This is an optimization exercise on Yosys and OpenROAD, whose aim is small area and a short achievable clock period, not a production implementation.
No functional check of the RTL was part of any run shown here.
Power is estimated from default activity; no workload was simulated.

## flow/design.v (module list and top-level ports; edited modules follow where they fit)
// module vedicmult_16bit: 1453 lines
// module FA: 4 lines
// module HAN: 4 lines
module vedicmult_16bit(input [15:0] a, b,
input clk, reset,
output reg [31:0] out);
  // ...
==> flow/run.sh <==
#!/bin/bash
# synth_recipe.tcl (not shown) runs the flow's synth.tcl, then flattens the netlist and writes it again
# the make line also repeats each setting of config.mk as NAME=value (left out here)
make -C /OpenROAD-flow-scripts/flow DESIGN_CONFIG=/design/flow/config.mk WORK_HOME=/design/flow/orfs CLKGATE_MAP_FILE= SYNTH_SCRIPT=/design/flow/synth_recipe.tcl finish
==> flow/config.mk <==
export PLATFORM = sky130hd
export DESIGN_NAME = vedicmult_16bit
export DESIGN_NICKNAME = vedicmult_16bit
export VERILOG_FILES = /design/flow/design.v
export SDC_FILE = /design/flow/constraint.sdc
export NUM_CORES = 4
export LEC_CHECK = 0
export CAP_MARGIN = 20
export CORE_MARGIN = 2
export CORE_UTILIZATION = 40
export SLEW_MARGIN = 20
export SYNTH_HIERARCHICAL = 1
export SYNTH_MINIMUM_KEEP_SIZE = 0
==> flow/constraint.sdc <==
create_clock -name core_clock -period 17.0 [get_ports {clk}]
set_input_delay 3.4000 -clock core_clock [delete_from_list [all_inputs] [get_ports {clk}]]
set_output_delay 3.4000 -clock core_clock [all_outputs]
set_load 0.01 [all_outputs]
==> impl_metrics.csv, run 1 <==
group,metric,value,unit
cells_and_area,seq_cells,32,
cells_and_area,seq-cell-share,7.75,%
logic_synthesis,syn-num-nets,1040,
cells_and_area,nMultiInputCombCells,581,
min_path,hold_class,"input port to flip-flop",
logic_synthesis,yosys.area_share.xor_xnor,1.19,%
logic_synthesis,synth_top_family_by_area,"adder cells",
place,gp_congestion,0.853,
cells_and_area,drive_gt1_share,2.96,%
setup_path,worst-path-stages,22,
logic_synthesis,seq_area_frac_synth,8.72,%
drt,drtIter0Drc,279,
drt,dr_wl_met3,1210,um
floorplan,row_count,49,
logic_synthesis,synth-simple-area-share,16.2,%
clocking,cts_tree,"built",
floorplan,die_w,140,um
drt,wl_per_cell,18.8,um
min_path,whs_endpoint,"out[29]",
logic_synthesis,synth_most_common_cell,"nand2_1",
logic_synthesis,synth_top_area_cell,"fa_1",
floorplan,die_height,140,um
place,hpwl,14700,um
logic_synthesis,synth_cell_type_count,32,
setup_path,crit_start,"b[1]",
status,outcome,"timing/DRC/antenna clean",
global_routing,grt_pass1_wl,32400,um
power_and_ir_drop,vdd_ir_drop_max,0.153,mV
==> inputs of run 2 (changes only) <==
==> flow/design.v (replaced) <==
module vedicmult_16bit(input [15:0] a, b,
input clk, reset,
output reg [31:0] out);
wire pp0_0;
wire pp0_1;
wire pp0_2;
wire pp0_3;
wire pp0_4;
wire pp0_5;
wire pp0_6;
wire pp0_7;
wire pp0_8;
wire pp0_9;
wire pp0_10;
wire pp0_11;
wire pp0_12;
wire pp0_13;
wire pp0_14;
wire pp0_15;
wire pp1_0;
wire pp1_1;
wire pp1_2;
wire pp1_3;
wire pp1_4;
wire pp1_5;
wire pp1_6;
wire pp1_7;
wire pp1_8;
wire pp1_9;
wire pp1_10;
wire pp1_11;
wire pp1_12;
wire pp1_13;
wire pp1_14;
wire pp1_15;
wire pp2_0;
wire pp2_1;
wire pp2_2;
wire pp2_3;
wire pp2_4;
wire pp2_5;
wire pp2_6;
wire pp2_7;
wire pp2_8;
wire pp2_9;
wire pp2_10;
wire pp2_11;
wire pp2_12;
wire pp2_13;
wire pp2_14;
wire pp2_15;
wire pp3_0;
wire pp3_1;
wire pp3_2;
wire pp3_3;
wire pp3_4;
wire pp3_5;
wire pp3_6;
wire pp3_7;
wire pp3_8;
wire pp3_9;
wire pp3_10;
wire pp3_11;
wire pp3_12;
wire pp3_13;
wire pp3_14;
wire pp3_15;
wire pp4_0;
wire pp4_1;
wire pp4_2;
wire pp4_3;
wire pp4_4;
wire pp4_5;
wire pp4_6;
wire pp4_7;
wire pp4_8;
wire pp4_9;
wire pp4_10;
wire pp4_11;
wire pp4_12;
wire pp4_13;
wire pp4_14;
wire pp4_15;
wire pp5_0;
wire pp5_1;
wire pp5_2;
wire pp5_3;
wire pp5_4;
wire pp5_5;
wire pp5_6;
wire pp5_7;
wire pp5_8;
wire pp5_9;
wire pp5_10;
wire pp5_11;
wire pp5_12;
wire pp5_13;
wire pp5_14;
wire pp5_15;
wire pp6_0;
wire pp6_1;
wire pp6_2;
wire pp6_3;
wire pp6_4;
wire pp6_5;
wire pp6_6;
wire pp6_7;
wire pp6_8;
wire pp6_9;
wire pp6_10;
wire pp6_11;
wire pp6_12;
wire pp6_13;
wire pp6_14;
wire pp6_15;
wire pp7_0;
wire pp7_1;
wire pp7_2;
wire pp7_3;
wire pp7_4;
wire pp7_5;
wire pp7_6;
wire pp7_7;
wire pp7_8;
wire pp7_9;
wire pp7_10;
wire pp7_11;
wire pp7_12;
wire pp7_13;
wire pp7_14;
wire pp7_15;
wire pp8_0;
wire pp8_1;
wire pp8_2;
wire pp8_3;
wire pp8_4;
wire pp8_5;
wire pp8_6;
wire pp8_7;
wire pp8_8;
wire pp8_9;
wire pp8_10;
wire pp8_11;
wire pp8_12;
wire pp8_13;
wire pp8_14;
wire pp8_15;
wire pp9_0;
wire pp9_1;
wire pp9_2;
wire pp9_3;
wire pp9_4;
wire pp9_5;
wire pp9_6;
wire pp9_7;
wire pp9_8;
wire pp9_9;
wire pp9_10;
wire pp9_11;
wire pp9_12;
wire pp9_13;
wire pp9_14;
wire pp9_15;
wire pp10_0;
wire pp10_1;
wire pp10_2;
wire pp10_3;
wire pp10_4;
wire pp10_5;
wire pp10_6;
wire pp10_7;
wire pp10_8;
wire pp10_9;
wire pp10_10;
wire pp10_11;
wire pp10_12;
wire pp10_13;
wire pp10_14;
wire pp10_15;
wire pp11_0;
wire pp11_1;
wire pp11_2;
wire pp11_3;
wire pp11_4;
wire pp11_5;
wire pp11_6;
wire pp11_7;
wire pp11_8;
wire pp11_9;
wire pp11_10;
wire pp11_11;
wire pp11_12;
wire pp11_13;
wire pp11_14;
wire pp11_15;
wire pp12_0;
wire pp12_1;
wire pp12_2;
wire pp12_3;
wire pp12_4;
wire pp12_5;
wire pp12_6;
wire pp12_7;
wire pp12_8;
wire pp12_9;
wire pp12_10;
wire pp12_11;
wire pp12_12;
wire pp12_13;
wire pp12_14;
wire pp12_15;
wire pp13_0;
wire pp13_1;
wire pp13_2;
wire pp13_3;
wire pp13_4;
wire pp13_5;
wire pp13_6;
wire pp13_7;
wire pp13_8;
wire pp13_9;
wire pp13_10;
wire pp13_11;
wire pp13_12;
wire pp13_13;
wire pp13_14;
wire pp13_15;
wire pp14_0;
wire pp14_1;
wire pp14_2;
wire pp14_3;
wire pp14_4;
wire pp14_5;
wire pp14_6;
wire pp14_7;
wire pp14_8;
wire pp14_9;
wire pp14_10;
wire pp14_11;
wire pp14_12;
wire pp14_13;
wire pp14_14;
wire pp14_15;
wire pp15_0;
wire pp15_1;
wire pp15_2;
wire pp15_3;
wire pp15_4;
wire pp15_5;
wire pp15_6;
wire pp15_7;
wire pp15_8;
wire pp15_9;
wire pp15_10;
wire pp15_11;
wire pp15_12;
wire pp15_13;
wire pp15_14;
wire pp15_15;
wire s1;
wire c2;
wire s3;
wire c4;
wire s5;
wire c6;
wire s7;
wire c8;
wire s9;
wire c10;
wire s11;
wire c12;
wire s13;
wire c14;
wire s15;
wire c16;
wire s17;
wire c18;
wire s19;
wire c20;
wire s21;
wire c22;
wire s23;
wire c24;
wire s25;
wire c26;
wire s27;
wire c28;
wire s29;
wire c30;
wire s31;
wire c32;
wire s33;
wire c34;
wire s35;
wire c36;
wire s37;
wire c38;
wire s39;
wire c40;
wire s41;
wire c42;
wire s43;
wire c44;
wire s45;
wire c46;
wire s47;
wire c48;
wire s49;
wire c50;
wire s51;
wire c52;
wire s53;
wire c54;
wire s55;
wire c56;
wire s57;
wire c58;
wire s59;
wire c60;
wire s61;
wire c62;
wire s63;
wire c64;
wire s65;
wire c66;
wire s67;
wire c68;
wire s69;
wire c70;
wire s71;
wire c72;
wire s73;
wire c74;
wire s75;
wire c76;
wire s77;
wire c78;
wire s79;
wire c80;
wire s81;
wire c82;
wire s83;
wire c84;
wire s85;
wire c86;
wire s87;
wire c88;
wire s89;
wire c90;
wire s91;
wire c92;
wire s93;
wire c94;
wire s95;
wire c96;
wire s97;
wire c98;
wire s99;
wire c100;
wire s101;
wire c102;
wire s103;
wire c104;
wire s105;
wire c106;
wire s107;
wire c108;
wire s109;
wire c110;
wire s111;
wire c112;
wire s113;
wire c114;
wire s115;
wire c116;
wire s117;
wire c118;
wire s119;
wire c120;
wire s121;
wire c122;
wire s123;
wire c124;
wire s125;
wire c126;
wire s127;
wire c128;
wire s129;
wire c130;
wire s131;
wire c132;
wire s133;
wire c134;
wire s135;
wire c136;
wire s137;
wire c138;
wire s139;
wire c140;
wire s141;
wire c142;
wire s143;
wire c144;
wire s145;
wire c146;
wire s147;
wire c148;
wire s149;
wire c150;
wire s151;
wire c152;
wire s153;
wire c154;
wire s155;
wire c156;
wire s157;
wire c158;
wire s159;
wire c160;
wire s161;
wire c162;
wire s163;
wire c164;
wire s165;
wire c166;
wire s167;
wire c168;
wire s169;
wire c170;
wire s171;
wire c172;
wire s173;
wire c174;
wire s175;
wire c176;
wire s177;
wire c178;
wire s179;
wire c180;
wire s181;
wire c182;
wire s183;
wire c184;
wire s185;
wire c186;
wire s187;
wire c188;
wire s189;
wire c190;
wire s191;
wire c192;
wire s193;
wire c194;
wire s195;
wire c196;
wire s197;
wire c198;
wire s199;
wire c200;
wire s201;
wire c202;
wire s203;
wire c204;
wire s205;
wire c206;
wire s207;
wire c208;
wire s209;
wire c210;
wire s211;
wire c212;
wire s213;
wire c214;
wire s215;
wire c216;
wire s217;
wire c218;
wire s219;
wire c220;
wire s221;
wire c222;
wire s223;
wire c224;
wire s225;
wire c226;
wire s227;
wire c228;
wire s229;
wire c230;
wire s231;
wire c232;
wire s233;
wire c234;
wire s235;
wire c236;
wire s237;
wire c238;
wire s239;
wire c240;
wire s241;
wire c242;
wire s243;
wire c244;
wire s245;
wire c246;
wire s247;
wire c248;
wire s249;
wire c250;
wire s251;
wire c252;
wire s253;
wire c254;
wire s255;
wire c256;
wire s257;
wire c258;
wire s259;
wire c260;
wire s261;
wire c262;
wire s263;
wire c264;
wire s265;
wire c266;
wire s267;
wire c268;
wire s269;
wire c270;
wire s271;
wire c272;
wire s273;
wire c274;
wire s275;
wire c276;
wire s277;
wire c278;
wire s279;
wire c280;
wire s281;
wire c282;
wire s283;
wire c284;
wire s285;
wire c286;
wire s287;
wire c288;
wire s289;
wire c290;
wire s291;
wire c292;
wire s293;
wire c294;
wire s295;
wire c296;
wire s297;
wire c298;
wire s299;
wire c300;
wire s301;
wire c302;
wire s303;
wire c304;
wire s305;
wire c306;
wire s307;
wire c308;
wire s309;
wire c310;
wire s311;
wire c312;
wire s313;
wire c314;
wire s315;
wire c316;
wire s317;
wire c318;
wire s319;
wire c320;
wire s321;
wire c322;
wire s323;
wire c324;
wire s325;
wire c326;
wire s327;
wire c328;
wire s329;
wire c330;
wire s331;
wire c332;
wire s333;
wire c334;
wire s335;
wire c336;
wire s337;
wire c338;
wire s339;
wire c340;
wire s341;
wire c342;
wire s343;
wire c344;
wire s345;
wire c346;
wire s347;
wire c348;
wire s349;
wire c350;
wire s351;
wire c352;
wire s353;
wire c354;
wire s355;
wire c356;
wire s357;
wire c358;
wire s359;
wire c360;
wire s361;
wire c362;
wire s363;
wire c364;
wire s365;
wire c366;
wire s367;
wire c368;
wire s369;
wire c370;
wire s371;
wire c372;
wire s373;
wire c374;
wire s375;
wire c376;
wire s377;
wire c378;
wire s379;
wire c380;
wire s381;
wire c382;
wire s383;
wire c384;
wire s385;
wire c386;
wire s387;
wire c388;
wire s389;
wire c390;
wire s391;
wire c392;
wire s393;
wire c394;
wire s395;
wire c396;
wire s397;
wire c398;
wire s399;
wire c400;
wire s401;
wire c402;
wire s403;
wire c404;
wire s405;
wire c406;
wire s407;
wire c408;
wire s409;
wire c410;
wire s411;
wire c412;
wire s413;
wire c414;
wire s415;
wire c416;
wire s417;
wire c418;
wire s419;
wire c420;
wire s421;
wire c422;
wire s423;
wire c424;
wire s425;
wire c426;
wire ci427;
wire g428;
wire p429;
wire g430;
wire p431;
wire g432;
wire p433;
wire g434;
wire p435;
wire g436;
wire p437;
wire g438;
wire p439;
wire g440;
wire p441;
wire g442;
wire p443;
wire g444;
wire p445;
wire g446;
wire p447;
wire g448;
wire p449;
wire g450;
wire p451;
wire g452;
wire p453;
wire g454;
wire p455;
wire g456;
wire p457;
wire g458;
wire p459;
wire g460;
wire p461;
wire g462;
wire p463;
wire g464;
wire p465;
wire g466;
wire p467;
wire g468;
wire p469;
wire g470;
wire p471;
wire g472;
wire p473;
wire g474;
wire p475;
wire g476;
wire p477;
wire g478;
wire p479;
wire g480;
wire p481;
wire p482;
wire g483;
wire g484;
wire p485;
wire g486;
wire p487;
wire g488;
wire p489;
wire g490;
wire p491;
wire g492;
wire p493;
wire g494;
wire p495;
wire g496;
wire p497;
wire g498;
wire p499;
wire g500;
wire p501;
wire g502;
wire p503;
wire g504;
wire p505;
wire g506;
wire p507;
wire g508;
wire p509;
wire g510;
wire p511;
wire g512;
wire p513;
wire g514;
wire p515;
wire g516;
wire p517;
wire g518;
wire p519;
wire g520;
wire p521;
wire g522;
wire p523;
wire g524;
wire p525;
wire g526;
wire p527;
wire g528;
wire p529;
wire g530;
wire p531;
wire g532;
wire p533;
wire g534;
wire p535;
wire g536;
wire p537;
wire g538;
wire p539;
wire g540;
wire p541;
wire g542;
wire p543;
wire g544;
wire p545;
wire g546;
wire p547;
wire g548;
wire p549;
wire g550;
wire p551;
wire g552;
wire p553;
wire g554;
wire p555;
wire g556;
wire p557;
wire g558;
wire p559;
wire g560;
wire p561;
wire g562;
wire p563;
wire g564;
wire p565;
wire g566;
wire p567;
wire g568;
wire p569;
wire g570;
wire p571;
wire g572;
wire p573;
wire g574;
wire p575;
wire g576;
wire p577;
wire g578;
wire p579;
wire g580;
wire p581;
wire g582;
wire p583;
wire g584;
wire p585;
wire g586;
wire p587;
wire g588;
wire p589;
wire g590;
wire p591;
wire g592;
wire p593;
wire g594;
wire p595;
wire g596;
wire p597;
wire g598;
wire p599;
wire g600;
wire p601;
wire g602;
wire p603;
wire g604;
wire p605;
wire g606;
wire p607;
wire g608;
wire p609;
wire g610;
wire p611;
wire o612;
wire o613;
wire o614;
wire o615;
wire o616;
wire o617;
wire o618;
wire o619;
wire o620;
wire o621;
wire o622;
wire o623;
wire o624;
wire o625;
wire o626;
wire o627;
wire o628;
wire o629;
wire o630;
wire o631;
wire o632;
wire o633;
wire o634;
wire o635;
wire o636;
wire o637;
wire o638;
wire o639;
assign pp0_0 = ~(a[0] & b[0]);
assign pp0_1 = ~(a[1] & b[0]);
assign pp0_2 = ~(a[2] & b[0]);
assign pp0_3 = ~(a[3] & b[0]);
assign pp0_4 = ~(a[4] & b[0]);
assign pp0_5 = ~(a[5] & b[0]);
assign pp0_6 = ~(a[6] & b[0]);
assign pp0_7 = ~(a[7] & b[0]);
assign pp0_8 = ~(a[8] & b[0]);
assign pp0_9 = ~(a[9] & b[0]);
assign pp0_10 = ~(a[10] & b[0]);
assign pp0_11 = ~(a[11] & b[0]);
assign pp0_12 = ~(a[12] & b[0]);
assign pp0_13 = ~(a[13] & b[0]);
assign pp0_14 = ~(a[14] & b[0]);
assign pp0_15 = ~(a[15] & b[0]);
assign pp1_0 = ~(a[0] & b[1]);
assign pp1_1 = ~(a[1] & b[1]);
assign pp1_2 = ~(a[2] & b[1]);
assign pp1_3 = ~(a[3] & b[1]);
assign pp1_4 = ~(a[4] & b[1]);
assign pp1_5 = ~(a[5] & b[1]);
assign pp1_6 = ~(a[6] & b[1]);
assign pp1_7 = ~(a[7] & b[1]);
assign pp1_8 = ~(a[8] & b[1]);
assign pp1_9 = ~(a[9] & b[1]);
assign pp1_10 = ~(a[10] & b[1]);
assign pp1_11 = ~(a[11] & b[1]);
assign pp1_12 = ~(a[12] & b[1]);
assign pp1_13 = ~(a[13] & b[1]);
assign pp1_14 = ~(a[14] & b[1]);
assign pp1_15 = ~(a[15] & b[1]);
assign pp2_0 = ~(a[0] & b[2]);
assign pp2_1 = ~(a[1] & b[2]);
assign pp2_2 = ~(a[2] & b[2]);
assign pp2_3 = ~(a[3] & b[2]);
assign pp2_4 = ~(a[4] & b[2]);
assign pp2_5 = ~(a[5] & b[2]);
assign pp2_6 = ~(a[6] & b[2]);
assign pp2_7 = ~(a[7] & b[2]);
assign pp2_8 = ~(a[8] & b[2]);
assign pp2_9 = ~(a[9] & b[2]);
assign pp2_10 = ~(a[10] & b[2]);
assign pp2_11 = ~(a[11] & b[2]);
assign pp2_12 = ~(a[12] & b[2]);
assign pp2_13 = ~(a[13] & b[2]);
assign pp2_14 = ~(a[14] & b[2]);
assign pp2_15 = ~(a[15] & b[2]);
assign pp3_0 = ~(a[0] & b[3]);
assign pp3_1 = ~(a[1] & b[3]);
assign pp3_2 = ~(a[2] & b[3]);
assign pp3_3 = ~(a[3] & b[3]);
assign pp3_4 = ~(a[4] & b[3]);
assign pp3_5 = ~(a[5] & b[3]);
assign pp3_6 = ~(a[6] & b[3]);
assign pp3_7 = ~(a[7] & b[3]);
assign pp3_8 = ~(a[8] & b[3]);
assign pp3_9 = ~(a[9] & b[3]);
assign pp3_10 = ~(a[10] & b[3]);
assign pp3_11 = ~(a[11] & b[3]);
assign pp3_12 = ~(a[12] & b[3]);
assign pp3_13 = ~(a[13] & b[3]);
assign pp3_14 = ~(a[14] & b[3]);
assign pp3_15 = ~(a[15] & b[3]);
assign pp4_0 = ~(a[0] & b[4]);
assign pp4_1 = ~(a[1] & b[4]);
assign pp4_2 = ~(a[2] & b[4]);
assign pp4_3 = ~(a[3] & b[4]);
assign pp4_4 = ~(a[4] & b[4]);
assign pp4_5 = ~(a[5] & b[4]);
assign pp4_6 = ~(a[6] & b[4]);
assign pp4_7 = ~(a[7] & b[4]);
assign pp4_8 = ~(a[8] & b[4]);
assign pp4_9 = ~(a[9] & b[4]);
assign pp4_10 = ~(a[10] & b[4]);
assign pp4_11 = ~(a[11] & b[4]);
assign pp4_12 = ~(a[12] & b[4]);
assign pp4_13 = ~(a[13] & b[4]);
assign pp4_14 = ~(a[14] & b[4]);
assign pp4_15 = ~(a[15] & b[4]);
assign pp5_0 = ~(a[0] & b[5]);
assign pp5_1 = ~(a[1] & b[5]);
assign pp5_2 = ~(a[2] & b[5]);
assign pp5_3 = ~(a[3] & b[5]);
assign pp5_4 = ~(a[4] & b[5]);
assign pp5_5 = ~(a[5] & b[5]);
assign pp5_6 = ~(a[6] & b[5]);
assign pp5_7 = ~(a[7] & b[5]);
assign pp5_8 = ~(a[8] & b[5]);
assign pp5_9 = ~(a[9] & b[5]);
assign pp5_10 = ~(a[10] & b[5]);
assign pp5_11 = ~(a[11] & b[5]);
assign pp5_12 = ~(a[12] & b[5]);
assign pp5_13 = ~(a[13] & b[5]);
assign pp5_14 = ~(a[14] & b[5]);
assign pp5_15 = ~(a[15] & b[5]);
assign pp6_0 = ~(a[0] & b[6]);
assign pp6_1 = ~(a[1] & b[6]);
assign pp6_2 = ~(a[2] & b[6]);
assign pp6_3 = ~(a[3] & b[6]);
assign pp6_4 = ~(a[4] & b[6]);
assign pp6_5 = ~(a[5] & b[6]);
assign pp6_6 = ~(a[6] & b[6]);
assign pp6_7 = ~(a[7] & b[6]);
assign pp6_8 = ~(a[8] & b[6]);
assign pp6_9 = ~(a[9] & b[6]);
assign pp6_10 = ~(a[10] & b[6]);
assign pp6_11 = ~(a[11] & b[6]);
assign pp6_12 = ~(a[12] & b[6]);
assign pp6_13 = ~(a[13] & b[6]);
assign pp6_14 = ~(a[14] & b[6]);
assign pp6_15 = ~(a[15] & b[6]);
assign pp7_0 = ~(a[0] & b[7]);
assign pp7_1 = ~(a[1] & b[7]);
assign pp7_2 = ~(a[2] & b[7]);
assign pp7_3 = ~(a[3] & b[7]);
assign pp7_4 = ~(a[4] & b[7]);
assign pp7_5 = ~(a[5] & b[7]);
assign pp7_6 = ~(a[6] & b[7]);
assign pp7_7 = ~(a[7] & b[7]);
assign pp7_8 = ~(a[8] & b[7]);
assign pp7_9 = ~(a[9] & b[7]);
assign pp7_10 = ~(a[10] & b[7]);
assign pp7_11 = ~(a[11] & b[7]);
assign pp7_12 = ~(a[12] & b[7]);
assign pp7_13 = ~(a[13] & b[7]);
assign pp7_14 = ~(a[14] & b[7]);
assign pp7_15 = ~(a[15] & b[7]);
assign pp8_0 = ~(a[0] & b[8]);
assign pp8_1 = ~(a[1] & b[8]);
assign pp8_2 = ~(a[2] & b[8]);
assign pp8_3 = ~(a[3] & b[8]);
assign pp8_4 = ~(a[4] & b[8]);
assign pp8_5 = ~(a[5] & b[8]);
assign pp8_6 = ~(a[6] & b[8]);
assign pp8_7 = ~(a[7] & b[8]);
assign pp8_8 = ~(a[8] & b[8]);
assign pp8_9 = ~(a[9] & b[8]);
assign pp8_10 = ~(a[10] & b[8]);
assign pp8_11 = ~(a[11] & b[8]);
assign pp8_12 = ~(a[12] & b[8]);
assign pp8_13 = ~(a[13] & b[8]);
assign pp8_14 = ~(a[14] & b[8]);
assign pp8_15 = ~(a[15] & b[8]);
assign pp9_0 = ~(a[0] & b[9]);
assign pp9_1 = ~(a[1] & b[9]);
assign pp9_2 = ~(a[2] & b[9]);
assign pp9_3 = ~(a[3] & b[9]);
assign pp9_4 = ~(a[4] & b[9]);
assign pp9_5 = ~(a[5] & b[9]);
assign pp9_6 = ~(a[6] & b[9]);
assign pp9_7 = ~(a[7] & b[9]);
assign pp9_8 = ~(a[8] & b[9]);
assign pp9_9 = ~(a[9] & b[9]);
assign pp9_10 = ~(a[10] & b[9]);
assign pp9_11 = ~(a[11] & b[9]);
assign pp9_12 = ~(a[12] & b[9]);
assign pp9_13 = ~(a[13] & b[9]);
assign pp9_14 = ~(a[14] & b[9]);
assign pp9_15 = ~(a[15] & b[9]);
assign pp10_0 = ~(a[0] & b[10]);
assign pp10_1 = ~(a[1] & b[10]);
assign pp10_2 = ~(a[2] & b[10]);
assign pp10_3 = ~(a[3] & b[10]);
assign pp10_4 = ~(a[4] & b[10]);
assign pp10_5 = ~(a[5] & b[10]);
assign pp10_6 = ~(a[6] & b[10]);
assign pp10_7 = ~(a[7] & b[10]);
assign pp10_8 = ~(a[8] & b[10]);
assign pp10_9 = ~(a[9] & b[10]);
assign pp10_10 = ~(a[10] & b[10]);
assign pp10_11 = ~(a[11] & b[10]);
assign pp10_12 = ~(a[12] & b[10]);
assign pp10_13 = ~(a[13] & b[10]);
assign pp10_14 = ~(a[14] & b[10]);
assign pp10_15 = ~(a[15] & b[10]);
assign pp11_0 = ~(a[0] & b[11]);
assign pp11_1 = ~(a[1] & b[11]);
assign pp11_2 = ~(a[2] & b[11]);
assign pp11_3 = ~(a[3] & b[11]);
assign pp11_4 = ~(a[4] & b[11]);
assign pp11_5 = ~(a[5] & b[11]);
assign pp11_6 = ~(a[6] & b[11]);
assign pp11_7 = ~(a[7] & b[11]);
assign pp11_8 = ~(a[8] & b[11]);
assign pp11_9 = ~(a[9] & b[11]);
assign pp11_10 = ~(a[10] & b[11]);
assign pp11_11 = ~(a[11] & b[11]);
assign pp11_12 = ~(a[12] & b[11]);
assign pp11_13 = ~(a[13] & b[11]);
assign pp11_14 = ~(a[14] & b[11]);
assign pp11_15 = ~(a[15] & b[11]);
assign pp12_0 = ~(a[0] & b[12]);
assign pp12_1 = ~(a[1] & b[12]);
assign pp12_2 = ~(a[2] & b[12]);
assign pp12_3 = ~(a[3] & b[12]);
assign pp12_4 = ~(a[4] & b[12]);
assign pp12_5 = ~(a[5] & b[12]);
assign pp12_6 = ~(a[6] & b[12]);
assign pp12_7 = ~(a[7] & b[12]);
assign pp12_8 = ~(a[8] & b[12]);
assign pp12_9 = ~(a[9] & b[12]);
assign pp12_10 = ~(a[10] & b[12]);
assign pp12_11 = ~(a[11] & b[12]);
assign pp12_12 = ~(a[12] & b[12]);
assign pp12_13 = ~(a[13] & b[12]);
assign pp12_14 = ~(a[14] & b[12]);
assign pp12_15 = ~(a[15] & b[12]);
assign pp13_0 = ~(a[0] & b[13]);
assign pp13_1 = ~(a[1] & b[13]);
assign pp13_2 = ~(a[2] & b[13]);
assign pp13_3 = ~(a[3] & b[13]);
assign pp13_4 = ~(a[4] & b[13]);
assign pp13_5 = ~(a[5] & b[13]);
assign pp13_6 = ~(a[6] & b[13]);
assign pp13_7 = ~(a[7] & b[13]);
assign pp13_8 = ~(a[8] & b[13]);
assign pp13_9 = ~(a[9] & b[13]);
assign pp13_10 = ~(a[10] & b[13]);
assign pp13_11 = ~(a[11] & b[13]);
assign pp13_12 = ~(a[12] & b[13]);
assign pp13_13 = ~(a[13] & b[13]);
assign pp13_14 = ~(a[14] & b[13]);
assign pp13_15 = ~(a[15] & b[13]);
assign pp14_0 = ~(a[0] & b[14]);
assign pp14_1 = ~(a[1] & b[14]);
assign pp14_2 = ~(a[2] & b[14]);
assign pp14_3 = ~(a[3] & b[14]);
assign pp14_4 = ~(a[4] & b[14]);
assign pp14_5 = ~(a[5] & b[14]);
assign pp14_6 = ~(a[6] & b[14]);
assign pp14_7 = ~(a[7] & b[14]);
assign pp14_8 = ~(a[8] & b[14]);
assign pp14_9 = ~(a[9] & b[14]);
assign pp14_10 = ~(a[10] & b[14]);
assign pp14_11 = ~(a[11] & b[14]);
assign pp14_12 = ~(a[12] & b[14]);
assign pp14_13 = ~(a[13] & b[14]);
assign pp14_14 = ~(a[14] & b[14]);
assign pp14_15 = ~(a[15] & b[14]);
assign pp15_0 = ~(a[0] & b[15]);
assign pp15_1 = ~(a[1] & b[15]);
assign pp15_2 = ~(a[2] & b[15]);
assign pp15_3 = ~(a[3] & b[15]);
assign pp15_4 = ~(a[4] & b[15]);
assign pp15_5 = ~(a[5] & b[15]);
assign pp15_6 = ~(a[6] & b[15]);
assign pp15_7 = ~(a[7] & b[15]);
assign pp15_8 = ~(a[8] & b[15]);
assign pp15_9 = ~(a[9] & b[15]);
assign pp15_10 = ~(a[10] & b[15]);
assign pp15_11 = ~(a[11] & b[15]);
assign pp15_12 = ~(a[12] & b[15]);
assign pp15_13 = ~(a[13] & b[15]);
assign pp15_14 = ~(a[14] & b[15]);
assign pp15_15 = ~(a[15] & b[15]);
XN2 u_s1 (.x(pp0_13), .y(pp1_12), .o(s1));
OR2 u_c2 (.x(pp0_13), .y(pp1_12), .o(c2));
FA u_s3 (.x(pp0_14), .y(pp1_13), .z(pp2_12), .s(s3), .c(c4));
XN2 u_s5 (.x(pp3_11), .y(pp4_10), .o(s5));
OR2 u_c6 (.x(pp3_11), .y(pp4_10), .o(c6));
FA u_s7 (.x(pp0_15), .y(pp1_14), .z(pp2_13), .s(s7), .c(c8));
FA u_s9 (.x(pp3_12), .y(pp4_11), .z(pp5_10), .s(s9), .c(c10));
XN2 u_s11 (.x(pp6_9), .y(pp7_8), .o(s11));
OR2 u_c12 (.x(pp6_9), .y(pp7_8), .o(c12));
FA u_s13 (.x(pp1_15), .y(pp2_14), .z(pp3_13), .s(s13), .c(c14));
FA u_s15 (.x(pp4_12), .y(pp5_11), .z(pp6_10), .s(s15), .c(c16));
XN2 u_s17 (.x(pp7_9), .y(pp8_8), .o(s17));
OR2 u_c18 (.x(pp7_9), .y(pp8_8), .o(c18));
FA u_s19 (.x(pp2_15), .y(pp3_14), .z(pp4_13), .s(s19), .c(c20));
FA u_s21 (.x(pp5_12), .y(pp6_11), .z(pp7_10), .s(s21), .c(c22));
FA u_s23 (.x(pp3_15), .y(pp4_14), .z(pp5_13), .s(s23), .c(c24));
XN2 u_s25 (.x(pp0_9), .y(pp1_8), .o(s25));
OR2 u_c26 (.x(pp0_9), .y(pp1_8), .o(c26));
FA u_s27 (.x(pp0_10), .y(pp1_9), .z(pp2_8), .s(s27), .c(c28));
XN2 u_s29 (.x(pp3_7), .y(pp4_6), .o(s29));
OR2 u_c30 (.x(pp3_7), .y(pp4_6), .o(c30));
FA u_s31 (.x(pp0_11), .y(pp1_10), .z(pp2_9), .s(s31), .c(c32));
FA u_s33 (.x(pp3_8), .y(pp4_7), .z(pp5_6), .s(s33), .c(c34));
XN2 u_s35 (.x(pp6_5), .y(pp7_4), .o(s35));
OR2 u_c36 (.x(pp6_5), .y(pp7_4), .o(c36));
FA u_s37 (.x(pp0_12), .y(pp1_11), .z(pp2_10), .s(s37), .c(c38));
FA u_s39 (.x(pp3_9), .y(pp4_8), .z(pp5_7), .s(s39), .c(c40));
FA u_s41 (.x(pp6_6), .y(pp7_5), .z(pp8_4), .s(s41), .c(c42));
XN2 u_s43 (.x(pp9_3), .y(pp10_2), .o(s43));
OR2 u_c44 (.x(pp9_3), .y(pp10_2), .o(c44));
FA u_s45 (.x(pp2_11), .y(pp3_10), .z(pp4_9), .s(s45), .c(c46));
FA u_s47 (.x(pp5_8), .y(pp6_7), .z(pp7_6), .s(s47), .c(c48));
FA u_s49 (.x(pp8_5), .y(pp9_4), .z(pp10_3), .s(s49), .c(c50));
FA u_s51 (.x(pp11_2), .y(pp12_1), .z(pp13_0), .s(s51), .c(c52));
FA u_s53 (.x(pp5_9), .y(pp6_8), .z(pp7_7), .s(s53), .c(c54));
FA u_s55 (.x(pp8_6), .y(pp9_5), .z(pp10_4), .s(s55), .c(c56));
FA u_s57 (.x(pp11_3), .y(pp12_2), .z(pp13_1), .s(s57), .c(c58));
FA u_s59 (.x(pp14_0), .y(c2), .z(s5), .s(s59), .c(c60));
FA u_s61 (.x(pp8_7), .y(pp9_6), .z(pp10_5), .s(s61), .c(c62));
FA u_s63 (.x(pp11_4), .y(pp12_3), .z(pp13_2), .s(s63), .c(c64));
FA u_s65 (.x(pp14_1), .y(pp15_0), .z(c6), .s(s65), .c(c66));
FA u_s67 (.x(s11), .y(c4), .z(s7), .s(s67), .c(c68));
FA u_s69 (.x(pp9_7), .y(pp10_6), .z(pp11_5), .s(s69), .c(c70));
FA u_s71 (.x(pp12_4), .y(pp13_3), .z(pp14_2), .s(s71), .c(c72));
FA u_s73 (.x(pp15_1), .y(c12), .z(s17), .s(s73), .c(c74));
FA u_s75 (.x(c8), .y(c10), .z(s13), .s(s75), .c(c76));
FA u_s77 (.x(pp8_9), .y(pp9_8), .z(pp10_7), .s(s77), .c(c78));
FA u_s79 (.x(pp11_6), .y(pp12_5), .z(pp13_4), .s(s79), .c(c80));
FA u_s81 (.x(pp14_3), .y(pp15_2), .z(c18), .s(s81), .c(c82));
FA u_s83 (.x(c14), .y(c16), .z(s19), .s(s83), .c(c84));
FA u_s85 (.x(pp6_12), .y(pp7_11), .z(pp8_10), .s(s85), .c(c86));
FA u_s87 (.x(pp9_9), .y(pp10_8), .z(pp11_7), .s(s87), .c(c88));
FA u_s89 (.x(pp12_6), .y(pp13_5), .z(pp14_4), .s(s89), .c(c90));
FA u_s91 (.x(pp15_3), .y(c20), .z(c22), .s(s91), .c(c92));
FA u_s93 (.x(pp4_15), .y(pp5_14), .z(pp6_13), .s(s93), .c(c94));
FA u_s95 (.x(pp7_12), .y(pp8_11), .z(pp9_10), .s(s95), .c(c96));
FA u_s97 (.x(pp10_9), .y(pp11_8), .z(pp12_7), .s(s97), .c(c98));
FA u_s99 (.x(pp13_6), .y(pp14_5), .z(pp15_4), .s(s99), .c(c100));
FA u_s101 (.x(pp5_15), .y(pp6_14), .z(pp7_13), .s(s101), .c(c102));
FA u_s103 (.x(pp8_12), .y(pp9_11), .z(pp10_10), .s(s103), .c(c104));
FA u_s105 (.x(pp11_9), .y(pp12_8), .z(pp13_7), .s(s105), .c(c106));
FA u_s107 (.x(pp6_15), .y(pp7_14), .z(pp8_13), .s(s107), .c(c108));
FA u_s109 (.x(pp9_12), .y(pp10_11), .z(pp11_10), .s(s109), .c(c110));
FA u_s111 (.x(pp7_15), .y(pp8_14), .z(pp9_13), .s(s111), .c(c112));
XN2 u_s113 (.x(pp0_6), .y(pp1_5), .o(s113));
OR2 u_c114 (.x(pp0_6), .y(pp1_5), .o(c114));
FA u_s115 (.x(pp0_7), .y(pp1_6), .z(pp2_5), .s(s115), .c(c116));
XN2 u_s117 (.x(pp3_4), .y(pp4_3), .o(s117));
OR2 u_c118 (.x(pp3_4), .y(pp4_3), .o(c118));
FA u_s119 (.x(pp0_8), .y(pp1_7), .z(pp2_6), .s(s119), .c(c120));
FA u_s121 (.x(pp3_5), .y(pp4_4), .z(pp5_3), .s(s121), .c(c122));
XN2 u_s123 (.x(pp6_2), .y(pp7_1), .o(s123));
OR2 u_c124 (.x(pp6_2), .y(pp7_1), .o(c124));
FA u_s125 (.x(pp2_7), .y(pp3_6), .z(pp4_5), .s(s125), .c(c126));
FA u_s127 (.x(pp5_4), .y(pp6_3), .z(pp7_2), .s(s127), .c(c128));
FA u_s129 (.x(pp8_1), .y(pp9_0), .z(s25), .s(s129), .c(c130));
FA u_s131 (.x(pp5_5), .y(pp6_4), .z(pp7_3), .s(s131), .c(c132));
FA u_s133 (.x(pp8_2), .y(pp9_1), .z(pp10_0), .s(s133), .c(c134));
FA u_s135 (.x(c26), .y(s29), .z(s27), .s(s135), .c(c136));
FA u_s137 (.x(pp8_3), .y(pp9_2), .z(pp10_1), .s(s137), .c(c138));
FA u_s139 (.x(pp11_0), .y(c30), .z(s35), .s(s139), .c(c140));
FA u_s141 (.x(c28), .y(s31), .z(s33), .s(s141), .c(c142));
FA u_s143 (.x(pp11_1), .y(pp12_0), .z(c36), .s(s143), .c(c144));
FA u_s145 (.x(s43), .y(c32), .z(c34), .s(s145), .c(c146));
FA u_s147 (.x(s37), .y(s39), .z(s41), .s(s147), .c(c148));
FA u_s149 (.x(c44), .y(s1), .z(c38), .s(s149), .c(c150));
FA u_s151 (.x(c40), .y(c42), .z(s45), .s(s151), .c(c152));
FA u_s153 (.x(s47), .y(s49), .z(s51), .s(s153), .c(c154));
FA u_s155 (.x(c46), .y(c48), .z(c50), .s(s155), .c(c156));
FA u_s157 (.x(c52), .y(s3), .z(s53), .s(s157), .c(c158));
FA u_s159 (.x(s55), .y(s57), .z(s59), .s(s159), .c(c160));
FA u_s161 (.x(c54), .y(c56), .z(c58), .s(s161), .c(c162));
FA u_s163 (.x(s9), .y(s61), .z(s63), .s(s163), .c(c164));
FA u_s165 (.x(s65), .y(c60), .z(s67), .s(s165), .c(c166));
FA u_s167 (.x(c62), .y(c64), .z(s15), .s(s167), .c(c168));
FA u_s169 (.x(s69), .y(s71), .z(c66), .s(s169), .c(c170));
FA u_s171 (.x(s73), .y(c68), .z(s75), .s(s171), .c(c172));
FA u_s173 (.x(c70), .y(c72), .z(s21), .s(s173), .c(c174));
FA u_s175 (.x(s77), .y(s79), .z(s81), .s(s175), .c(c176));
FA u_s177 (.x(c74), .y(c76), .z(s83), .s(s177), .c(c178));
FA u_s179 (.x(c78), .y(c80), .z(s23), .s(s179), .c(c180));
FA u_s181 (.x(s85), .y(s87), .z(s89), .s(s181), .c(c182));
FA u_s183 (.x(c82), .y(c84), .z(s91), .s(s183), .c(c184));
FA u_s185 (.x(c24), .y(c86), .z(c88), .s(s185), .c(c186));
FA u_s187 (.x(c90), .y(s93), .z(s95), .s(s187), .c(c188));
FA u_s189 (.x(s97), .y(s99), .z(c92), .s(s189), .c(c190));
FA u_s191 (.x(pp14_6), .y(pp15_5), .z(c94), .s(s191), .c(c192));
FA u_s193 (.x(c96), .y(c98), .z(c100), .s(s193), .c(c194));
FA u_s195 (.x(s101), .y(s103), .z(s105), .s(s195), .c(c196));
FA u_s197 (.x(pp12_9), .y(pp13_8), .z(pp14_7), .s(s197), .c(c198));
FA u_s199 (.x(pp15_6), .y(c102), .z(c104), .s(s199), .c(c200));
FA u_s201 (.x(c106), .y(s107), .z(s109), .s(s201), .c(c202));
FA u_s203 (.x(pp10_12), .y(pp11_11), .z(pp12_10), .s(s203), .c(c204));
FA u_s205 (.x(pp13_9), .y(pp14_8), .z(pp15_7), .s(s205), .c(c206));
FA u_s207 (.x(c108), .y(c110), .z(s111), .s(s207), .c(c208));
FA u_s209 (.x(pp8_15), .y(pp9_14), .z(pp10_13), .s(s209), .c(c210));
FA u_s211 (.x(pp11_12), .y(pp12_11), .z(pp13_10), .s(s211), .c(c212));
FA u_s213 (.x(pp14_9), .y(pp15_8), .z(c112), .s(s213), .c(c214));
FA u_s215 (.x(pp9_15), .y(pp10_14), .z(pp11_13), .s(s215), .c(c216));
FA u_s217 (.x(pp12_12), .y(pp13_11), .z(pp14_10), .s(s217), .c(c218));
FA u_s219 (.x(pp10_15), .y(pp11_14), .z(pp12_13), .s(s219), .c(c220));
XN2 u_s221 (.x(pp0_4), .y(pp1_3), .o(s221));
OR2 u_c222 (.x(pp0_4), .y(pp1_3), .o(c222));
FA u_s223 (.x(pp0_5), .y(pp1_4), .z(pp2_3), .s(s223), .c(c224));
XN2 u_s225 (.x(pp3_2), .y(pp4_1), .o(s225));
OR2 u_c226 (.x(pp3_2), .y(pp4_1), .o(c226));
FA u_s227 (.x(pp2_4), .y(pp3_3), .z(pp4_2), .s(s227), .c(c228));
FA u_s229 (.x(pp5_1), .y(pp6_0), .z(s113), .s(s229), .c(c230));
FA u_s231 (.x(pp5_2), .y(pp6_1), .z(pp7_0), .s(s231), .c(c232));
FA u_s233 (.x(c114), .y(s117), .z(s115), .s(s233), .c(c234));
FA u_s235 (.x(pp8_0), .y(c118), .z(s123), .s(s235), .c(c236));
FA u_s237 (.x(c116), .y(s119), .z(s121), .s(s237), .c(c238));
FA u_s239 (.x(c124), .y(c120), .z(c122), .s(s239), .c(c240));
FA u_s241 (.x(s125), .y(s127), .z(s129), .s(s241), .c(c242));
FA u_s243 (.x(c126), .y(c128), .z(s131), .s(s243), .c(c244));
FA u_s245 (.x(s133), .y(c130), .z(s135), .s(s245), .c(c246));
FA u_s247 (.x(c132), .y(c134), .z(s137), .s(s247), .c(c248));
FA u_s249 (.x(s139), .y(c136), .z(s141), .s(s249), .c(c250));
FA u_s251 (.x(c138), .y(s143), .z(c140), .s(s251), .c(c252));
FA u_s253 (.x(s145), .y(c142), .z(s147), .s(s253), .c(c254));
FA u_s255 (.x(c144), .y(c146), .z(s149), .s(s255), .c(c256));
FA u_s257 (.x(c148), .y(s151), .z(s153), .s(s257), .c(c258));
FA u_s259 (.x(c150), .y(c152), .z(s155), .s(s259), .c(c260));
FA u_s261 (.x(c154), .y(s157), .z(s159), .s(s261), .c(c262));
FA u_s263 (.x(c156), .y(s161), .z(c158), .s(s263), .c(c264));
FA u_s265 (.x(s163), .y(c160), .z(s165), .s(s265), .c(c266));
FA u_s267 (.x(c162), .y(c164), .z(s167), .s(s267), .c(c268));
FA u_s269 (.x(s169), .y(c166), .z(s171), .s(s269), .c(c270));
FA u_s271 (.x(c168), .y(s173), .z(c170), .s(s271), .c(c272));
FA u_s273 (.x(s175), .y(c172), .z(s177), .s(s273), .c(c274));
FA u_s275 (.x(c174), .y(s179), .z(s181), .s(s275), .c(c276));
FA u_s277 (.x(c176), .y(c178), .z(s183), .s(s277), .c(c278));
FA u_s279 (.x(c180), .y(s185), .z(c182), .s(s279), .c(c280));
FA u_s281 (.x(s187), .y(s189), .z(c184), .s(s281), .c(c282));
FA u_s283 (.x(c186), .y(s191), .z(s193), .s(s283), .c(c284));
FA u_s285 (.x(c188), .y(s195), .z(c190), .s(s285), .c(c286));
FA u_s287 (.x(s197), .y(c192), .z(c194), .s(s287), .c(c288));
FA u_s289 (.x(s199), .y(c196), .z(s201), .s(s289), .c(c290));
FA u_s291 (.x(c198), .y(s203), .z(s205), .s(s291), .c(c292));
FA u_s293 (.x(c200), .y(c202), .z(s207), .s(s293), .c(c294));
FA u_s295 (.x(c204), .y(c206), .z(s209), .s(s295), .c(c296));
FA u_s297 (.x(s211), .y(s213), .z(c208), .s(s297), .c(c298));
FA u_s299 (.x(pp15_9), .y(c210), .z(c212), .s(s299), .c(c300));
FA u_s301 (.x(s215), .y(s217), .z(c214), .s(s301), .c(c302));
FA u_s303 (.x(pp13_12), .y(pp14_11), .z(pp15_10), .s(s303), .c(c304));
FA u_s305 (.x(c216), .y(c218), .z(s219), .s(s305), .c(c306));
FA u_s307 (.x(pp11_15), .y(pp12_14), .z(pp13_13), .s(s307), .c(c308));
FA u_s309 (.x(pp14_12), .y(pp15_11), .z(c220), .s(s309), .c(c310));
FA u_s311 (.x(pp12_15), .y(pp13_14), .z(pp14_13), .s(s311), .c(c312));
XN2 u_s313 (.x(pp0_3), .y(pp1_2), .o(s313));
OR2 u_c314 (.x(pp0_3), .y(pp1_2), .o(c314));
FA u_s315 (.x(pp2_2), .y(pp3_1), .z(pp4_0), .s(s315), .c(c316));
FA u_s317 (.x(pp5_0), .y(c222), .z(s225), .s(s317), .c(c318));
FA u_s319 (.x(c226), .y(c224), .z(s227), .s(s319), .c(c320));
FA u_s321 (.x(c228), .y(s231), .z(c230), .s(s321), .c(c322));
FA u_s323 (.x(c232), .y(s235), .z(c234), .s(s323), .c(c324));
FA u_s325 (.x(c236), .y(s239), .z(c238), .s(s325), .c(c326));
FA u_s327 (.x(c240), .y(s243), .z(c242), .s(s327), .c(c328));
FA u_s329 (.x(c244), .y(s247), .z(c246), .s(s329), .c(c330));
FA u_s331 (.x(c248), .y(s251), .z(c250), .s(s331), .c(c332));
FA u_s333 (.x(c252), .y(s255), .z(c254), .s(s333), .c(c334));
FA u_s335 (.x(c256), .y(s259), .z(c258), .s(s335), .c(c336));
FA u_s337 (.x(c260), .y(s263), .z(c262), .s(s337), .c(c338));
FA u_s339 (.x(c264), .y(s267), .z(c266), .s(s339), .c(c340));
FA u_s341 (.x(c268), .y(s271), .z(c270), .s(s341), .c(c342));
FA u_s343 (.x(c272), .y(s275), .z(c274), .s(s343), .c(c344));
FA u_s345 (.x(c276), .y(s279), .z(c278), .s(s345), .c(c346));
FA u_s347 (.x(c280), .y(s283), .z(s285), .s(s347), .c(c348));
FA u_s349 (.x(s287), .y(c284), .z(s289), .s(s349), .c(c350));
FA u_s351 (.x(s291), .y(c288), .z(c290), .s(s351), .c(c352));
FA u_s353 (.x(c292), .y(s295), .z(c294), .s(s353), .c(c354));
FA u_s355 (.x(c296), .y(s299), .z(s301), .s(s355), .c(c356));
FA u_s357 (.x(s303), .y(c300), .z(s305), .s(s357), .c(c358));
FA u_s359 (.x(c304), .y(s307), .z(s309), .s(s359), .c(c360));
FA u_s361 (.x(pp15_12), .y(c308), .z(s311), .s(s361), .c(c362));
FA u_s363 (.x(pp13_15), .y(pp14_14), .z(pp15_13), .s(s363), .c(c364));
XN2 u_s365 (.x(pp0_2), .y(pp1_1), .o(s365));
OR2 u_c366 (.x(pp0_2), .y(pp1_1), .o(c366));
FA u_s367 (.x(pp2_1), .y(pp3_0), .z(s313), .s(s367), .c(c368));
FA u_s369 (.x(c314), .y(s221), .z(s315), .s(s369), .c(c370));
FA u_s371 (.x(c316), .y(s223), .z(s317), .s(s371), .c(c372));
FA u_s373 (.x(c318), .y(s229), .z(s319), .s(s373), .c(c374));
FA u_s375 (.x(c320), .y(s233), .z(s321), .s(s375), .c(c376));
FA u_s377 (.x(s237), .y(c322), .z(s323), .s(s377), .c(c378));
FA u_s379 (.x(s241), .y(c324), .z(s325), .s(s379), .c(c380));
FA u_s381 (.x(c326), .y(s245), .z(s327), .s(s381), .c(c382));
FA u_s383 (.x(s249), .y(c328), .z(s329), .s(s383), .c(c384));
FA u_s385 (.x(s253), .y(c330), .z(s331), .s(s385), .c(c386));
FA u_s387 (.x(s257), .y(c332), .z(s333), .s(s387), .c(c388));
FA u_s389 (.x(s261), .y(c334), .z(s335), .s(s389), .c(c390));
FA u_s391 (.x(c336), .y(s265), .z(s337), .s(s391), .c(c392));
FA u_s393 (.x(s269), .y(c338), .z(s339), .s(s393), .c(c394));
FA u_s395 (.x(s273), .y(c340), .z(s341), .s(s395), .c(c396));
FA u_s397 (.x(s277), .y(c342), .z(s343), .s(s397), .c(c398));
FA u_s399 (.x(s281), .y(c344), .z(s345), .s(s399), .c(c400));
FA u_s401 (.x(c282), .y(s347), .z(c346), .s(s401), .c(c402));
FA u_s403 (.x(c286), .y(s349), .z(c348), .s(s403), .c(c404));
FA u_s405 (.x(s293), .y(s351), .z(c350), .s(s405), .c(c406));
FA u_s407 (.x(s297), .y(c352), .z(s353), .s(s407), .c(c408));
FA u_s409 (.x(c298), .y(s355), .z(c354), .s(s409), .c(c410));
FA u_s411 (.x(c302), .y(s357), .z(c356), .s(s411), .c(c412));
FA u_s413 (.x(c306), .y(s359), .z(c358), .s(s413), .c(c414));
FA u_s415 (.x(c310), .y(s361), .z(c360), .s(s415), .c(c416));
FA u_s417 (.x(c312), .y(s363), .z(c362), .s(s417), .c(c418));
FA u_s419 (.x(pp14_15), .y(pp15_14), .z(c364), .s(s419), .c(c420));
XN2 u_s421 (.x(pp0_1), .y(pp1_0), .o(s421));
OR2 u_c422 (.x(pp0_1), .y(pp1_0), .o(c422));
FA u_s423 (.x(pp2_0), .y(s365), .z(c422), .s(s423), .c(c424));
FA u_s425 (.x(s367), .y(c366), .z(c424), .s(s425), .c(c426));
assign ci427 = ~c426;
NR2 u_g428 (.x(s369), .y(c368), .o(g428));
X2 u_p429 (.x(s369), .y(c368), .o(p429));
NR2 u_g430 (.x(s371), .y(c370), .o(g430));
X2 u_p431 (.x(s371), .y(c370), .o(p431));
NR2 u_g432 (.x(s373), .y(c372), .o(g432));
X2 u_p433 (.x(s373), .y(c372), .o(p433));
NR2 u_g434 (.x(s375), .y(c374), .o(g434));
X2 u_p435 (.x(s375), .y(c374), .o(p435));
NR2 u_g436 (.x(s377), .y(c376), .o(g436));
X2 u_p437 (.x(s377), .y(c376), .o(p437));
NR2 u_g438 (.x(s379), .y(c378), .o(g438));
X2 u_p439 (.x(s379), .y(c378), .o(p439));
NR2 u_g440 (.x(s381), .y(c380), .o(g440));
X2 u_p441 (.x(s381), .y(c380), .o(p441));
NR2 u_g442 (.x(s383), .y(c382), .o(g442));
X2 u_p443 (.x(s383), .y(c382), .o(p443));
NR2 u_g444 (.x(s385), .y(c384), .o(g444));
X2 u_p445 (.x(s385), .y(c384), .o(p445));
NR2 u_g446 (.x(s387), .y(c386), .o(g446));
X2 u_p447 (.x(s387), .y(c386), .o(p447));
NR2 u_g448 (.x(s389), .y(c388), .o(g448));
X2 u_p449 (.x(s389), .y(c388), .o(p449));
NR2 u_g450 (.x(s391), .y(c390), .o(g450));
X2 u_p451 (.x(s391), .y(c390), .o(p451));
NR2 u_g452 (.x(s393), .y(c392), .o(g452));
X2 u_p453 (.x(s393), .y(c392), .o(p453));
NR2 u_g454 (.x(s395), .y(c394), .o(g454));
X2 u_p455 (.x(s395), .y(c394), .o(p455));
NR2 u_g456 (.x(s397), .y(c396), .o(g456));
X2 u_p457 (.x(s397), .y(c396), .o(p457));
NR2 u_g458 (.x(s399), .y(c398), .o(g458));
X2 u_p459 (.x(s399), .y(c398), .o(p459));
NR2 u_g460 (.x(s401), .y(c400), .o(g460));
X2 u_p461 (.x(s401), .y(c400), .o(p461));
NR2 u_g462 (.x(s403), .y(c402), .o(g462));
X2 u_p463 (.x(s403), .y(c402), .o(p463));
NR2 u_g464 (.x(s405), .y(c404), .o(g464));
X2 u_p465 (.x(s405), .y(c404), .o(p465));
NR2 u_g466 (.x(s407), .y(c406), .o(g466));
X2 u_p467 (.x(s407), .y(c406), .o(p467));
NR2 u_g468 (.x(s409), .y(c408), .o(g468));
X2 u_p469 (.x(s409), .y(c408), .o(p469));
NR2 u_g470 (.x(s411), .y(c410), .o(g470));
X2 u_p471 (.x(s411), .y(c410), .o(p471));
NR2 u_g472 (.x(s413), .y(c412), .o(g472));
X2 u_p473 (.x(s413), .y(c412), .o(p473));
NR2 u_g474 (.x(s415), .y(c414), .o(g474));
X2 u_p475 (.x(s415), .y(c414), .o(p475));
NR2 u_g476 (.x(s417), .y(c416), .o(g476));
X2 u_p477 (.x(s417), .y(c416), .o(p477));
NR2 u_g478 (.x(s419), .y(c418), .o(g478));
X2 u_p479 (.x(s419), .y(c418), .o(p479));
NR2 u_g480 (.x(pp15_15), .y(c420), .o(g480));
X2 u_p481 (.x(pp15_15), .y(c420), .o(p481));
assign p482 = 1'b0;
assign g483 = g428 | (p429 & ci427);
assign g484 = g430 | (p431 & g483);
assign p485 = p431 & p429;
assign g486 = g434 | (p435 & g432);
assign p487 = p435 & p433;
assign g488 = g438 | (p439 & g436);
assign p489 = p439 & p437;
assign g490 = g442 | (p443 & g440);
assign p491 = p443 & p441;
assign g492 = g446 | (p447 & g444);
assign p493 = p447 & p445;
assign g494 = g450 | (p451 & g448);
assign p495 = p451 & p449;
assign g496 = g454 | (p455 & g452);
assign p497 = p455 & p453;
assign g498 = g458 | (p459 & g456);
assign p499 = p459 & p457;
assign g500 = g462 | (p463 & g460);
assign p501 = p463 & p461;
assign g502 = g466 | (p467 & g464);
assign p503 = p467 & p465;
assign g504 = g470 | (p471 & g468);
assign p505 = p471 & p469;
assign g506 = g474 | (p475 & g472);
assign p507 = p475 & p473;
assign g508 = g478 | (p479 & g476);
assign p509 = p479 & p477;
assign g510 = 1'b0 | (p482 & g480);
assign p511 = p482 & p481;
assign g512 = g432 | (p433 & g484);
assign p513 = p433 & p485;
assign g514 = g486 | (p487 & g484);
assign p515 = p487 & p485;
assign g516 = g440 | (p441 & g488);
assign p517 = p441 & p489;
assign g518 = g490 | (p491 & g488);
assign p519 = p491 & p489;
assign g520 = g448 | (p449 & g492);
assign p521 = p449 & p493;
assign g522 = g494 | (p495 & g492);
assign p523 = p495 & p493;
assign g524 = g456 | (p457 & g496);
assign p525 = p457 & p497;
assign g526 = g498 | (p499 & g496);
assign p527 = p499 & p497;
assign g528 = g464 | (p465 & g500);
assign p529 = p465 & p501;
assign g530 = g502 | (p503 & g500);
assign p531 = p503 & p501;
assign g532 = g472 | (p473 & g504);
assign p533 = p473 & p505;
assign g534 = g506 | (p507 & g504);
assign p535 = p507 & p505;
assign g536 = g480 | (p481 & g508);
assign p537 = p481 & p509;
assign g538 = g510 | (p511 & g508);
assign p539 = p511 & p509;
assign g540 = g436 | (p437 & g514);
assign p541 = p437 & p515;
assign g542 = g488 | (p489 & g514);
assign p543 = p489 & p515;
assign g544 = g516 | (p517 & g514);
assign p545 = p517 & p515;
assign g546 = g518 | (p519 & g514);
assign p547 = p519 & p515;
assign g548 = g452 | (p453 & g522);
assign p549 = p453 & p523;
assign g550 = g496 | (p497 & g522);
assign p551 = p497 & p523;
assign g552 = g524 | (p525 & g522);
assign p553 = p525 & p523;
assign g554 = g526 | (p527 & g522);
assign p555 = p527 & p523;
assign g556 = g468 | (p469 & g530);
assign p557 = p469 & p531;
assign g558 = g504 | (p505 & g530);
assign p559 = p505 & p531;
assign g560 = g532 | (p533 & g530);
assign p561 = p533 & p531;
assign g562 = g534 | (p535 & g530);
assign p563 = p535 & p531;
assign g564 = g444 | (p445 & g546);
assign p565 = p445 & p547;
assign g566 = g492 | (p493 & g546);
assign p567 = p493 & p547;
assign g568 = g520 | (p521 & g546);
assign p569 = p521 & p547;
assign g570 = g522 | (p523 & g546);
assign p571 = p523 & p547;
assign g572 = g548 | (p549 & g546);
assign p573 = p549 & p547;
assign g574 = g550 | (p551 & g546);
assign p575 = p551 & p547;
assign g576 = g552 | (p553 & g546);
assign p577 = p553 & p547;
assign g578 = g554 | (p555 & g546);
assign p579 = p555 & p547;
assign g580 = g476 | (p477 & g562);
assign p581 = p477 & p563;
assign g582 = g508 | (p509 & g562);
assign p583 = p509 & p563;
assign g584 = g536 | (p537 & g562);
assign p585 = p537 & p563;
assign g586 = g538 | (p539 & g562);
assign p587 = p539 & p563;
assign g588 = g460 | (p461 & g578);
assign p589 = p461 & p579;
assign g590 = g500 | (p501 & g578);
assign p591 = p501 & p579;
assign g592 = g528 | (p529 & g578);
assign p593 = p529 & p579;
assign g594 = g530 | (p531 & g578);
assign p595 = p531 & p579;
assign g596 = g556 | (p557 & g578);
assign p597 = p557 & p579;
assign g598 = g558 | (p559 & g578);
assign p599 = p559 & p579;
assign g600 = g560 | (p561 & g578);
assign p601 = p561 & p579;
assign g602 = g562 | (p563 & g578);
assign p603 = p563 & p579;
assign g604 = g580 | (p581 & g578);
assign p605 = p581 & p579;
assign g606 = g582 | (p583 & g578);
assign p607 = p583 & p579;
assign g608 = g584 | (p585 & g578);
assign p609 = p585 & p579;
assign g610 = g586 | (p587 & g578);
assign p611 = p587 & p579;
X2 u_o612 (.x(p429), .y(ci427), .o(o612));
X2 u_o613 (.x(p431), .y(g483), .o(o613));
X2 u_o614 (.x(p433), .y(g484), .o(o614));
X2 u_o615 (.x(p435), .y(g512), .o(o615));
X2 u_o616 (.x(p437), .y(g514), .o(o616));
X2 u_o617 (.x(p439), .y(g540), .o(o617));
X2 u_o618 (.x(p441), .y(g542), .o(o618));
X2 u_o619 (.x(p443), .y(g544), .o(o619));
X2 u_o620 (.x(p445), .y(g546), .o(o620));
X2 u_o621 (.x(p447), .y(g564), .o(o621));
X2 u_o622 (.x(p449), .y(g566), .o(o622));
X2 u_o623 (.x(p451), .y(g568), .o(o623));
X2 u_o624 (.x(p453), .y(g570), .o(o624));
X2 u_o625 (.x(p455), .y(g572), .o(o625));
X2 u_o626 (.x(p457), .y(g574), .o(o626));
X2 u_o627 (.x(p459), .y(g576), .o(o627));
X2 u_o628 (.x(p461), .y(g578), .o(o628));
X2 u_o629 (.x(p463), .y(g588), .o(o629));
X2 u_o630 (.x(p465), .y(g590), .o(o630));
X2 u_o631 (.x(p467), .y(g592), .o(o631));
X2 u_o632 (.x(p469), .y(g594), .o(o632));
X2 u_o633 (.x(p471), .y(g596), .o(o633));
X2 u_o634 (.x(p473), .y(g598), .o(o634));
X2 u_o635 (.x(p475), .y(g600), .o(o635));
X2 u_o636 (.x(p477), .y(g602), .o(o636));
X2 u_o637 (.x(p479), .y(g604), .o(o637));
X2 u_o638 (.x(p481), .y(g606), .o(o638));
X2 u_o639 (.x(p482), .y(g608), .o(o639));
wire [31:0] prod = {o639, o638, o637, o636, o635, o634, o633, o632, o631, o630, o629, o628, o627, o626, o625, o624, o623, o622, o621, o620, o619, o618, o617, o616, o615, o614, o613, o612, ~s425, ~s423, ~s421, ~pp0_0};
always @(posedge clk) begin
  if (reset) out <= prod;
  else out <= 32'd0;
end
endmodule
module FA(input x, y, z, output s, c);
assign s = x ^ y ^ z;
assign c = (x & y) | (x & z) | (y & z);
endmodule
module XN2(input x, y, output o);
assign o = ~(x ^ y);
endmodule
module OR2(input x, y, output o);
assign o = x | y;
endmodule
module X2(input x, y, output o);
assign o = x ^ y;
endmodule
module NR2(input x, y, output o);
assign o = ~(x | y);
endmodule
==> flow/flow/run.sh (new file) <==
#!/bin/bash
# Own layout flow: the standard ORFS flow (standard.sh), with the input and
# output port buffers made of plain buf_2 cells (the default picks a delay cell).
set -euo pipefail
export BUFFER_PORTS_ARGS="-buffer_cell sky130_fd_sc_hd__buf_2"
export PRE_FLOORPLAN_TCL="$PWD/flow/pre_floorplan.tcl"
bash standard.sh > standard.log 2>&1
==> flow/flow/pre_floorplan.tcl (new file) <==
# Synthesis (abc) maps each Booth selector to an a22oi_2; the _1 cell is the
# same function in less area and easily drives the single gate it feeds.
set swaps {sky130_fd_sc_hd__a22oi_2 sky130_fd_sc_hd__a22oi_1}
set n 0
foreach inst [[ord::get_db_block] getInsts] {
  set m [[$inst getMaster] getName]
  if { [dict exists $swaps $m] } {
    replace_cell [get_cells [$inst getName]] [dict get $swaps $m]
    incr n
  }
}
puts "pre_floorplan: resized $n cells"
==> flow/standard.sh (new file) <==
#!/bin/bash
# synth_recipe.tcl (not shown) runs the flow's synth.tcl, then flattens the netlist and writes it again
# the make line also repeats each setting of config.mk as NAME=value (left out here)
make -C /OpenROAD-flow-scripts/flow DESIGN_CONFIG=/design/flow/config.mk WORK_HOME=/design/flow/orfs CLKGATE_MAP_FILE= SYNTH_SCRIPT=/design/flow/synth_recipe.tcl "${@:-finish}"
==> flow/config.mk (replaced) <==
export PLATFORM = sky130hd
export DESIGN_NAME = vedicmult_16bit
export DESIGN_NICKNAME = vedicmult_16bit
export VERILOG_FILES = /design/flow/design.v
export SDC_FILE = /design/flow/constraint.sdc
export NUM_CORES = 4
export LEC_CHECK = 0
export CAP_MARGIN = 20
export CORE_MARGIN = 2
export CORE_UTILIZATION = 40
export CTS_BUF_LIST = sky130_fd_sc_hd__clkbuf_4 sky130_fd_sc_hd__clkbuf_8
export SLEW_MARGIN = 20
export SYNTH_HIERARCHICAL = 1
export SYNTH_MINIMUM_KEEP_SIZE = 0
removed: flow/run.sh
==> run 2 against run 1 <==
Against the previous run: still clean on timing, DRC and antenna; utilization decreased by 2.6 points; worst setup slack improved by 1.3 ns; worst hold slack got worse by 0.41 ns; final cell count decreased by 0.80%; routed wire length increased by 4.9%; synthesized cell count increased by 0.26%; critical path depth decreased by 4; clock-buffer cell count increased by 2; non-clock buffer count decreased by 7.
==> impl_metrics.csv, run 2 <==
group,metric,value,unit
drt,drtPass1Iterations,6,
cells_and_area,multi_input_area,0.00638,mm^2
clocking,postCtsResizedCells,0,
global_routing,grt_pass1_wl,32800,um
logic_synthesis,syn_inst,762,
power_and_ir_drop,vdd_ir_drop_max,0.139,mV
drt,wl,19900,um
floorplan,initial_core_util,40.7,%
place,placed_cell_area,0.00765,mm^2
floorplan,core_area,0.0179,mm^2
floorplan,dieArea,0.0193,mm^2
clocking,root_buffer,"clkbuf_8",
drt,via_per_inst,5.32,
sta,setup_violations,0,
setup_path,cp_slowest_cell,"fa_1",
drt,drtIter0Drc,276,
logic_synthesis,synth_area_leaders,"fa_1 (54%), nand2_1 (13%), dfxtp_1 (8.8%), xor2_1 (6.6%), clkbuf_1 (3.4%)",
clocking,cts_tree,"built",
power_and_ir_drop,power_density,200,mW/mm^2
sta,min_period,8.47,ns
setup_path,max_stage_delay,0.59,ns
logic_synthesis,yosys_register_bits,32,
cells_and_area,fillers,1740,
min_path,hold_class,"input port to flip-flop",
setup_path,crit_start,"b[2]",
logic_synthesis,synth_top_area_share,54.2,%
cells_and_area,drive_gt1_share,10.8,%
floorplan,row_count,49,
min_path,min_from,"reset",
setup_path,cp-end-kind,"flip-flop",
sta,setup-tns-final,0,ns
clocking,cts_hold_buf,0,
drt,dr_total_vias,5308,
logic_synthesis,syn-num-nets,993,
clocking,post_cts_buffers,0,
global_routing,grt_remaining_overflow,0,
setup_path,cpMostUsedCell,"fa_1",
clocking,htree_num_levels,2,
place,hpwl,15000,um
sta,hold_violations,0,
floorplan,die_height,139,um
logic_synthesis,netlist_top_cells_count,"nand2_1 (261), fa_1 (197), clkbuf_1 (65)",
sta,timing.fmax,118,MHz
place,port_buffers,65,
floorplan,die_w,139,um
setup_path,startpoint_type,"input port",
logic_synthesis,seq_area_frac_synth,8.80,%
logic_synthesis,synth_most_common_cell,"nand2_1",
clocking,path_clk_slew,0.07,ns
clocking,cts.sinks,32,
power_and_ir_drop,leakage,2.94,nW
cells_and_area,largest_register_ff_count,32,
cells_and_area,largestRegisters,"out x32",
logic_synthesis,synth_ff_type,"dfxtp_1",
logic_synthesis,syn_avg_cell_area,9.55,um^2
logic_synthesis,syn_area,0.00728,mm^2
cells_and_area,layout_commonest_cell,"nand2_1",
floorplan,io_pins,66,
cells_and_area,mostFrequentLayoutCells,"nand2_1 (261), fa_1 (197), buf_2 (65), xor2_1 (55), dfxtp_1 (32)",
status,outcome,"timing/DRC/antenna clean",
clocking,cts_made_buffers,5,
setup_path,crit_chain,"buf_2 -> nand2_1 -> fa_1 -> fa_1 -> fa_1 -> fa_1 -> fa_1 -> fa_1 -> xor2_1 -> a21oi_1 -> o21a_1 -> nor2_1 -> nor3_4 -> o31ai_4 -> a311oi_2 -> o31ai_1 -> xor2_1 -> and2_1",
drt,drc,0,
sta,maxSlewViolCount,0,
sta,period_share,49.8,%
setup_path,path_buf_inv,1,
cells_and_area,area_growth,6.38,%
place,gp_congestion,0.827,
setup_path,cp_max_fo,16,
drt,wl_per_cell,19.9,um
cells_and_area,nets,1000,
setup_path,arrival,8.71,ns
clocking,clock_path_buffers,2,
global_routing,antenna_found_initial,0,
cells_and_area,regMostFlops,"out",
run,cap_violations,0,
setup_path,path_class,"input port to flip-flop",
setup_path,cp_top_family,"adder cells",
drt,antenna_left,0,
sta,rsz0062_at_grt,"false",
setup_path,cp.required,17.24,ns
logic_synthesis,postSynth.asyncResetShare,0,%
cells_and_area,diodes,0,
cells_and_area,final_area,0.00774,mm^2
logic_synthesis,synth_top_area_cell,"fa_1",
logic_synthesis,synth_cell_type_count,36,
global_routing,grt_use_total,22.1,%
logic_synthesis,synth_edf_count,0,
global_routing,grt_pass1_vias,6144,
cells_and_area,regArea,641,um^2
global_routing,grt_max_degree,33,
logic_synthesis,ys.warnings.count,7,
==> run 2: cell count changes after synthesis, sizes merged, moves of 13 or more <==
| cell | previous run | this run |
|---|---|---|
| inv | 84 | 3 |
| fa | 215 | 197 |
| or2 | 2 | 18 |
| and2 | 10 | 28 |
| ha | 31 | 0 |
| xor2 | 4 | 55 |
| a21o | 5 | 18 |
==> run 2: where the power goes <==
group | internal (mW) | total, mW | switching, mW
registers | 0.114 | 0.120 | 0.00540
logic | 0.598 | 1.36 | 0.762
clock network | 0.0361 | 0.0667 | 0.0306
==> run 2: path summary, 6_finish.rpt <==
path,slack [ns],cells after the start,to
worst max-delay path,8.53,18,out[31]
worst min-delay path,3.60,2,out[3]
==> run 2: per-module statistics from Yosys, one instance, submodules excluded <==
module | copies in the design | cells | area (um^2)
OR2 | 16 | 1 | 6.26
FA | 197 | 1 | 20.0
X2 | 55 | 1 | 8.76
NR2 | 27 | 1 | 3.75
XN2 | 16 | 1 | 8.76
vedicmult_16bit | 1 | 451 | 2510
==> run 2: cell type report <==
class | instances | area share, %
Timing Repair Buffer | 65 | 4.20
Tap cell | 229 | 3.70
Clock buffer | 7 | 1.24
Inverter | 3 | 0.145
Sequential cell | 32 | 8.27
Multi-Input combinational cell | 662 | 82.4
==> run 2: kinds of logic (layout without fill, tap and decap cells) <==
kind of cell    count (synthesis)  after routing  synth area share (%)
fa+ha+maj                     197            197                  54.2
flops                          32             32                  8.80
simple gates                  351            351                  20.4
buf+inv                        68             75                  3.51
compound gates                 42             42                  4.49
xor+xnor                       71             71                  8.54
other cells                     1              1                0.0515
==> run 2: metrics by stage <==
stage	power, mW	worst slack [ns]	utilization [%]	cells	hold WS, ns
floorplan	1.21	8.43	-	762	3.53
global placement	1.49	8.25	42.7	991	3.80
detailed placement	1.50	8.25	42.7	991	3.79
CTS	1.57	8.55	43.2	998	3.61
global route	1.73	8.23	43.2	998	3.62
finish	1.55	8.53	43.2	998	3.60
==> run 2: metal layers <==
metal / track usage (%) / part of all wire [%]
met1: 26.6 / 38
met2: 40.7 / 54
met3: 3.07 / 5.4
met4: 7.39 / 2.4
met5: 0 / 0

Check on run 2: ideal ports give 8.528 ns setup slack; a clkbuf_16 on the clock port and buf_2 on the inputs give 8.547 ns; moving port delays by the midpoint clock arrival (0.332 ns) as well gives 8.215 ns.
